What follows belongs to an exercise in optimizing a design on an open flow for small area; a production flow would make more cautious choices.
Power is estimated from default activity; no workload was simulated.

## main
Design nasdaq_moldudp_itch, start of the top module:
module nasdaq_moldudp_itch (
    input  wire        clk,
    input  wire        rst,
    input  wire        udp_payload_valid,
    input  wire [7:0]  udp_payload_data,
    input  wire        udp_payload_start,
    input  wire        udp_payload_end,
    output wire [79:0] session_id,
    output wire [63:0] sequence_number,
    output wire [15:0] message_count,
    output wire        session_valid,
    output wire        sequence_gap,
    output wire [31:0] gap_count,
    output wire [31:0] packet_count,
    output wire [31:0] msg_extracted,
    output wire        msg_valid,
    output wire [7:0]  msg_type,
    output wire        msg_error,
    output wire        add_order_valid,
    output wire [15:0] stock_locate,
    output wire [15:0] tracking_number,
    output wire [47:0] timestamp,
    output wire [63:0] order_ref,
    output wire        buy_sell,
    output wire [31:0] shares,
    output wire [63:0] stock_symbol,
    output wire [31:0] price,
    output wire        order_executed_valid,
    output wire [31:0] exec_shares,
    output wire [63:0] match_number,
    output wire        order_cancel_valid,
    output wire [31:0] cancel_shares,
    output wire        order_delete_valid,
    output wire        order_replace_valid,
    output wire [63:0] original_order_ref,
    output wire [63:0] new_order_ref,
    output wire [31:0] new_shares,
    output wire [31:0] new_price,
    output wire [31:0] total_messages,
    output wire [31:0] filtered_messages
);
==> flow/config.mk <==
export PLATFORM = sky130hd
export DESIGN_NAME = nasdaq_moldudp_itch
export DESIGN_NICKNAME = nasdaq_moldudp_itch
export VERILOG_FILES = /design/flow/design.v
export SDC_FILE = /design/flow/constraint.sdc
export NUM_CORES = 4
export LEC_CHECK = 0
export CAP_MARGIN = 20
export CORE_MARGIN = 2
export CORE_UTILIZATION = 40
export CTS_BUF_LIST = sky130_fd_sc_hd__clkbuf_4
export SLEW_MARGIN = 20
==> flow/constraint.sdc <==
create_clock -name core_clock -period 5.0 [get_ports {clk}]
set_input_delay 1.0000 -clock core_clock [delete_from_list [all_inputs] [get_ports {clk}]]
set_output_delay 1.0000 -clock core_clock [all_outputs]
set_load 0.01 [all_outputs]
standard.sh (not shown) runs the stock make flow with config.mk's settings and CLKGATE_MAP_FILE= SYNTH_SCRIPT=/design/flow/synth_recipe.tcl, a recipe that flattens the netlist after the stock synthesis.
==> flow/flow/run.sh <==
#!/bin/bash
# Standard ORFS layout (the standard.sh), with two layout-only changes:
#  - port buffers use the smallest buffer cell instead of clkdlybuf4s50_1;
#  - buffers that Yosys inserted (e.g. to split nets that feed several output
#    ports) are removed at floorplan, since every port gets its own buffer anyway.
# Synthesis is the standard synthesis, unchanged.
set -euo pipefail
export BUFFER_PORTS_ARGS="-buffer_cell sky130_fd_sc_hd__buf_1"
export REMOVE_ABC_BUFFERS=1
bash standard.sh > standard_flow.log 2>&1
Completing all stages was not enough for main: its layout failed the final checks because of setup timing.
Here is what was changed in the inputs of the feature branch compared with main.
diff --git a/flow/design.v b/flow/design.v
--- a/flow/design.v
+++ b/flow/design.v
@@ -47,28 +47,25 @@
     wire [15:0] new_msg_count = {msg_count_reg[15:8], udp_payload_data};
     wire [15:0] new_msg_len   = {msg_rem[15:8], udp_payload_data};
     wire        msg_last      = (msg_rem == 16'd0);
     wire        one_left      = (msgs_remaining[15:1] == 15'd0);
     wire        count_done    = state == PARSE_MSG_COUNT && udp_payload_valid && header_byte_cnt[0];
     wire        gap_found     = count_done && seq_initialized && sequence_num_reg != expected_seq;
     wire        msg_done      = state == FORWARD_MSG_DATA && udp_payload_valid && msg_last;
     function [31:0] incr;
         input [31:0] c;
         input        inc;
-        reg          t;
         integer      i;
         begin
-            t = inc;
-            for (i = 0; i < 32; i = i + 1) begin
-                incr[i] = c[i] ^ t;
-                t = t & c[i];
-            end
+            incr[0] = c[0] ^ inc;
+            for (i = 1; i < 32; i = i + 1)
+                incr[i] = c[i] ^ (inc & (&(c | ~((32'd1 << i) - 32'd1))));
         end
     endfunction
     always @(posedge clk) begin
         if (rst) begin
             state           <= IDLE;
             pkt_count       <= 32'd0;
             msg_count_stat  <= 32'd0;
             gap_cnt         <= 32'd0;
             seq_initialized <= 1'b0;
             out_valid       <= 1'b0;
@@ -303,28 +300,25 @@
     wire is_e = current_msg_type == MSG_ORDER_EXECUTED;
     wire is_x = current_msg_type == MSG_ORDER_CANCEL;
     wire is_d = current_msg_type == MSG_ORDER_DELETE;
     wire is_u = current_msg_type == MSG_ORDER_REPLACE;
     wire reported_type = is_a | is_e | is_x | is_d | is_u;
     wire last_byte = byte_counter == last_pos(current_msg_type);
     integer k;
     function [31:0] incr;
         input [31:0] c;
         input        inc;
-        reg          t;
         integer      i;
         begin
-            t = inc;
-            for (i = 0; i < 32; i = i + 1) begin
-                incr[i] = c[i] ^ t;
-                t = t & c[i];
-            end
+            incr[0] = c[0] ^ inc;
+            for (i = 1; i < 32; i = i + 1)
+                incr[i] = c[i] ^ (inc & (&(c | ~((32'd1 << i) - 32'd1))));
         end
     endfunction
     always @(posedge clk) begin
         if (rst) begin
             state                <= IDLE;
             msg_error            <= 1'b0;
             report               <= 1'b0;
             total_msg_counter    <= 32'd0;
             filtered_msg_counter <= 32'd0;
         end else begin
--- outcome ---
Of the feature branch and main, just one finished clean: the feature branch.
Of the feature branch and main, the feature branch shows the lower fraction of area in non-clock buffers, with main above it.
Taking main as the reference, in the feature branch number of cell rows went up; share of cell area taken by flip-flops and latches up 4.2 points; share of power burned in the clock network has increased; total power of the final layout shrank by about 4%; hold slack fell 0.11 ns.
Setup WNS main -> the feature branch: better
Lower proportion of synthesized area in mux cells goes to main over the feature branch.
Number of resized instances in the post-cts repair step, the feature branch and main, lower one = the feature branch.
In the feature branch, the critical path depth came out 37 below the value in main.
Comparing the feature branch and main, the lower netlist area before placement is on main.
The feature branch against main: effective utilization at floorplan shows no meaningful change; via count shows an increase of 470.
Via density per instance: the feature branch vs main — no meaningful difference
No functional check of the RTL was part of any run of this note.

what the ideal ports hide:
The flow's constraints put no driver on any port. The routed layouts listed below were extracted and timed again, unchanged, in two steps.
Step 1: set_driving_cell puts a clkbuf_16 on clk and a buf_2 on each other input, an assumption about the parent block.
Step 2, shift: input delay + t, output delay - t, t = (earliest + latest rising clock arrival at the registers) / 2. This alone moves slack from input paths to output paths.
a / b / c = no drivers / after step 1 / after step 2; a / b = the first two.
run | t, ns | slack for setup (ns) | worst setup path after step 2 | worst slew at a driven data input, ns | cell pins on the clock port's net
main | 1.073 | -1.886 / -1.886 / -2.455 | input to register | 0.08 | 1
the feature branch | 1.062 | 1.051 / 0.994 / 0.960 | input to register | 0.09 | 1
The setup slack of main, which loses most, moves by 0.000 ns with the drivers and by -0.569 ns with both steps.
